Source: an optimization exercise on an open RTL-to-GDS flow (aim: small area and a short achievable clock period). Production flows keep margins and buffers that such runs may drop.
No activity file was given, so power comes from the tool's default toggle rates.

## JK
==> flow/design.v <==
module CPU (clk, input_8bit, output_8bit, cmd_addr, cmd_8bit, rst);
  input  wire       clk;
  input  wire       rst;
  input  wire [7:0] input_8bit;
  input  wire [7:0] cmd_8bit;
  output wire [7:0] output_8bit;
  output reg  [7:0] cmd_addr;
  reg [7:0] r0, r1, r2, r3, r4, r5;
  reg [7:0] f;
  reg       boot;
  wire [1:0] op = cmd_8bit[7:6];
  wire [2:0] s  = cmd_8bit[5:3];
  wire [2:0] d  = cmd_8bit[2:0];
  wire is_imm = (op == 2'b00);
  wire is_cal = (op == 2'b01);
  wire is_cpy = (op == 2'b10);
  wire is_cnd = (op == 2'b11);
  wire [7:0] m0  = s[1] ? (s[0] ? r3 : r2) : (s[0] ? r1 : r0);
  wire [7:0] m1  = s[1] ? (s[0] ? 8'd0 : input_8bit) : (s[0] ? r5 : r4);
  wire [7:0] bus = s[2] ? m1 : m0;
  wire out_en = is_cpy & (d == 3'd6) & ~rst;
  assign output_8bit = {8{out_en}} & bus;
  wire [7:0] sa  = r1 + r2;
  wire [7:0] ss  = r1 - r2;
  wire [7:0] sum = d[0] ? ss : sa;
  wire [7:0] g   = r1 & r2;
  wire [7:0] o   = r1 | r2;
  wire [7:0] lg  = (d[0] ? g : o) ^ {8{d[0] ^ d[1]}};
  wire [7:0] alu = d[2] ? (d[1] ? 8'd0 : sum) : lg;
  wire z = (r3 == 8'd0);
  wire n = r3[7];
  wire t = d[2] ^ (d[0] & z | d[1] & n);
  wire jump = is_cnd & t;
  wire [7:0] r0_in = {8{~rst}} & (is_imm ? cmd_8bit : bus);
  wire [7:0] r3_in = {8{~rst}} & (is_cal ? alu : bus);
  wire [7:0] rx_in = {8{~rst}} & bus;
  wire we0 = rst | is_imm | (is_cpy & d == 3'd0);
  wire we1 = rst | (is_cpy & d == 3'd1);
  wire we2 = rst | (is_cpy & d == 3'd2);
  wire we3 = rst | is_cal | (is_cpy & d == 3'd3);
  wire we4 = rst | (is_cpy & d == 3'd4);
  wire we5 = rst | (is_cpy & d == 3'd5);
  always @(posedge clk) begin
    if (we0) r0 <= r0_in;
    if (we1) r1 <= rx_in;
    if (we2) r2 <= rx_in;
    if (we3) r3 <= r3_in;
    if (we4) r4 <= rx_in;
    if (we5) r5 <= rx_in;
  end
  always @(posedge clk) begin
    if (rst) begin
      cmd_addr <= 8'd0;
      f        <= 8'd0;
      boot     <= 1'b1;
    end else begin
      cmd_addr <= f;
      f        <= jump ? r0 : f + {7'd0, ~boot};
      boot     <= 1'b0;
    end
  end
endmodule
==> flow/config.mk <==
export PLATFORM = sky130hd
export DESIGN_NAME = CPU
export DESIGN_NICKNAME = CPU
export VERILOG_FILES = /design/flow/design.v
export SDC_FILE = /design/flow/constraint.sdc
export NUM_CORES = 4
export LEC_CHECK = 0
export CAP_MARGIN = 20
export CORE_MARGIN = 2
export CORE_UTILIZATION = 40
export SETUP_SLACK_MARGIN = 2.5
export SLEW_MARGIN = 20
==> flow/constraint.sdc <==
create_clock -name core_clock -period 6.0 [get_ports {clk}]
set_input_delay 1.2000 -clock core_clock [delete_from_list [all_inputs] [get_ports {clk}]]
set_output_delay 1.2000 -clock core_clock [all_outputs]
set_load 0.01 [all_outputs]
standard.sh (not shown) runs the stock make flow with config.mk's settings and CLKGATE_MAP_FILE= SYNTH_SCRIPT=/design/flow/synth_recipe.tcl, a recipe that flattens the netlist after the stock synthesis.
==> flow/flow/run.sh <==
#!/bin/bash
# Own layout flow: the standard ORFS flow, with two changes:
#  - synthesis is the standard flow's synthesis script unchanged except for the abc script
#    (flow/abc.script, an area-oriented mapping); registers are mapped by the
#    same dfflibmap step before abc, so their names and cells are unchanged;
#  - port buffers are sky130_fd_sc_hd__buf_2 instead of buffer_ports' default.
# Every tool's output goes to a log file in the work folder (and ORFS's own
# per-step logs under orfs/logs).
set -euo pipefail
W=$(pwd)
sed 's#log_cmd abc {\*}\$abc_args#log_cmd abc -script '"$W"'/flow/abc.script {*}[lrange $abc_args 2 end]#' \
  "$FLOW_HOME/scripts/synth.tcl" > "$W/my_synth.tcl"
grep -q 'flow/abc.script' "$W/my_synth.tcl"
sed "s#source \$::env(SCRIPTS_DIR)/synth.tcl#source $W/my_synth.tcl#" "$W/synth_recipe.tcl" > "$W/my_synth_recipe.tcl"
grep -q 'my_synth.tcl' "$W/my_synth_recipe.tcl"
sed "s#SYNTH_SCRIPT=[^ ]*#SYNTH_SCRIPT=$W/my_synth_recipe.tcl#" "$W/standard.sh" > "$W/my_standard.sh"
grep -q 'my_synth_recipe.tcl' "$W/my_standard.sh"
bash "$W/my_standard.sh" "BUFFER_PORTS_ARGS=-buffer_cell sky130_fd_sc_hd__buf_2" finish > "$W/flow.log" 2>&1
==> flow/flow/abc.script <==
strash
&get -n
&dch
&nf -R 1000 -p
&put
> inputs changed (JK -> MS)
==> flow/design.v <==
module CPU (clk, input_8bit, output_8bit, cmd_addr, cmd_8bit, rst);
  input  wire       clk;
  input  wire       rst;
  input  wire [7:0] input_8bit;
  input  wire [7:0] cmd_8bit;
  output wire [7:0] output_8bit;
  output reg  [7:0] cmd_addr;
  reg [7:0] r0, r1, r2, r3, r4, r5;
  reg [7:0] f;
  reg       boot;
  wire [1:0] op = cmd_8bit[7:6];
  wire [2:0] s  = cmd_8bit[5:3];
  wire [2:0] d  = cmd_8bit[2:0];
  wire is_imm = (op == 2'b00);
  wire is_cal = (op == 2'b01);
  wire is_cpy = (op == 2'b10);
  wire is_cnd = (op == 2'b11);
  wire [7:0] bus = ({8{s == 3'd0}} & r0)
                 | ({8{s == 3'd1}} & r1)
                 | ({8{s == 3'd2}} & r2)
                 | ({8{s == 3'd3}} & r3)
                 | ({8{s == 3'd4}} & r4)
                 | ({8{s == 3'd5}} & r5)
                 | ({8{s == 3'd6}} & input_8bit);
  wire out_en = is_cpy & (d == 3'd6) & ~rst;
  assign output_8bit = {8{out_en}} & bus;
  wire [7:0] b   = r2 ^ {8{d[0]}};
  wire [7:0] sum = r1 + b + {7'd0, d[0]};
  wire [7:0] g   = r1 & r2;
  wire [7:0] o   = r1 | r2;
  wire [7:0] lg  = (d[0] ? g : o) ^ {8{d[0] ^ d[1]}};
  wire [7:0] alu = d[2] ? (d[1] ? 8'd0 : sum) : lg;
  wire z = (r3 == 8'd0);
  wire n = r3[7];
  wire t = d[2] ^ (d[0] & z | d[1] & n);
  wire jump = is_cnd & t;
  wire [7:0] r0_in = {8{~rst}} & (is_imm ? cmd_8bit : bus);
  wire [7:0] r3_in = {8{~rst}} & (is_cal ? alu : bus);
  wire [7:0] rx_in = {8{~rst}} & bus;
  wire we0 = rst | is_imm | (is_cpy & d == 3'd0);
  wire we1 = rst | (is_cpy & d == 3'd1);
  wire we2 = rst | (is_cpy & d == 3'd2);
  wire we3 = rst | is_cal | (is_cpy & d == 3'd3);
  wire we4 = rst | (is_cpy & d == 3'd4);
  wire we5 = rst | (is_cpy & d == 3'd5);
  always @(posedge clk) begin
    if (we0) r0 <= r0_in;
    if (we1) r1 <= rx_in;
    if (we2) r2 <= rx_in;
    if (we3) r3 <= r3_in;
    if (we4) r4 <= rx_in;
    if (we5) r5 <= rx_in;
  end
  always @(posedge clk) begin
    if (rst) begin
      cmd_addr <= 8'd0;
      f        <= 8'd0;
      boot     <= 1'b1;
    end else begin
      cmd_addr <= f;
      f        <= jump ? r0 : f + {7'd0, ~boot};
      boot     <= 1'b0;
    end
  end
endmodule
--- outcome ---
Compared to JK, the router laid down more metal wire for MS.
Diff JK -> MS | synthesized cell count | decrease of about 4.5%
Measured against each other, MS and JK differ in clock distribution area overhead in the final layout, the higher figure coming from MS.
Taking JK as the reference point, the net switching fraction of the power of MS falls by 0.28 points.
MS against JK: cell depth of the worst setup path higher; transition time of the tightest slew-check pin higher.
Area added between synthesis and finish: lower on JK
In MS, all-layer global routing usage is higher than in JK.
JK → MS: global-route track usage on met3 increased by 0.83 points relative to the old numbers; achievable frequency decreased by about 7% relative to the old numbers; initial core utilization closely matched the old numbers.
When the final numbers for MS and JK were put side by side, the proportion of layout cells with a drive suffix above 1 turned out to be smaller in JK.
The run showing the smaller post-synthesis mux area share is MS.
No run of this note included a check of the RTL's function; only the layout flow was run.

-- afterwards: timing with drivers on the ports --
The flow's constraints put no driver on any port. The routed layouts listed below were extracted and timed again, unchanged, in two steps.
Step 1 (the two cells are an assumption about what drives the block):
set clk [get_ports {clk}]
set_driving_cell -lib_cell sky130_fd_sc_hd__clkbuf_16 $clk
set_driving_cell -lib_cell sky130_fd_sc_hd__buf_2 [delete_from_list [all_inputs] $clk]
Step 2 also shifts input and output timing later by t, the mid clock arrival at the registers, as if the neighbouring blocks saw the same clock.
Three values: ideal, step 1, step 2; two values: the first two.
run | t (ns) | setup slack, ns | hold WS [ns]
JK | 0.369 | 2.528 / 2.376 / 2.376 | 0.468 / 0.468 / 0.468
MS | 0.369 | 2.253 / 2.207 / 2.207 | 0.471 / 0.471 / 0.471
After both steps setup and hold are still met in every run listed. For JK, which loses most, drivers alone change the setup slack by -0.152 ns; drivers and shift together by -0.152 ns.
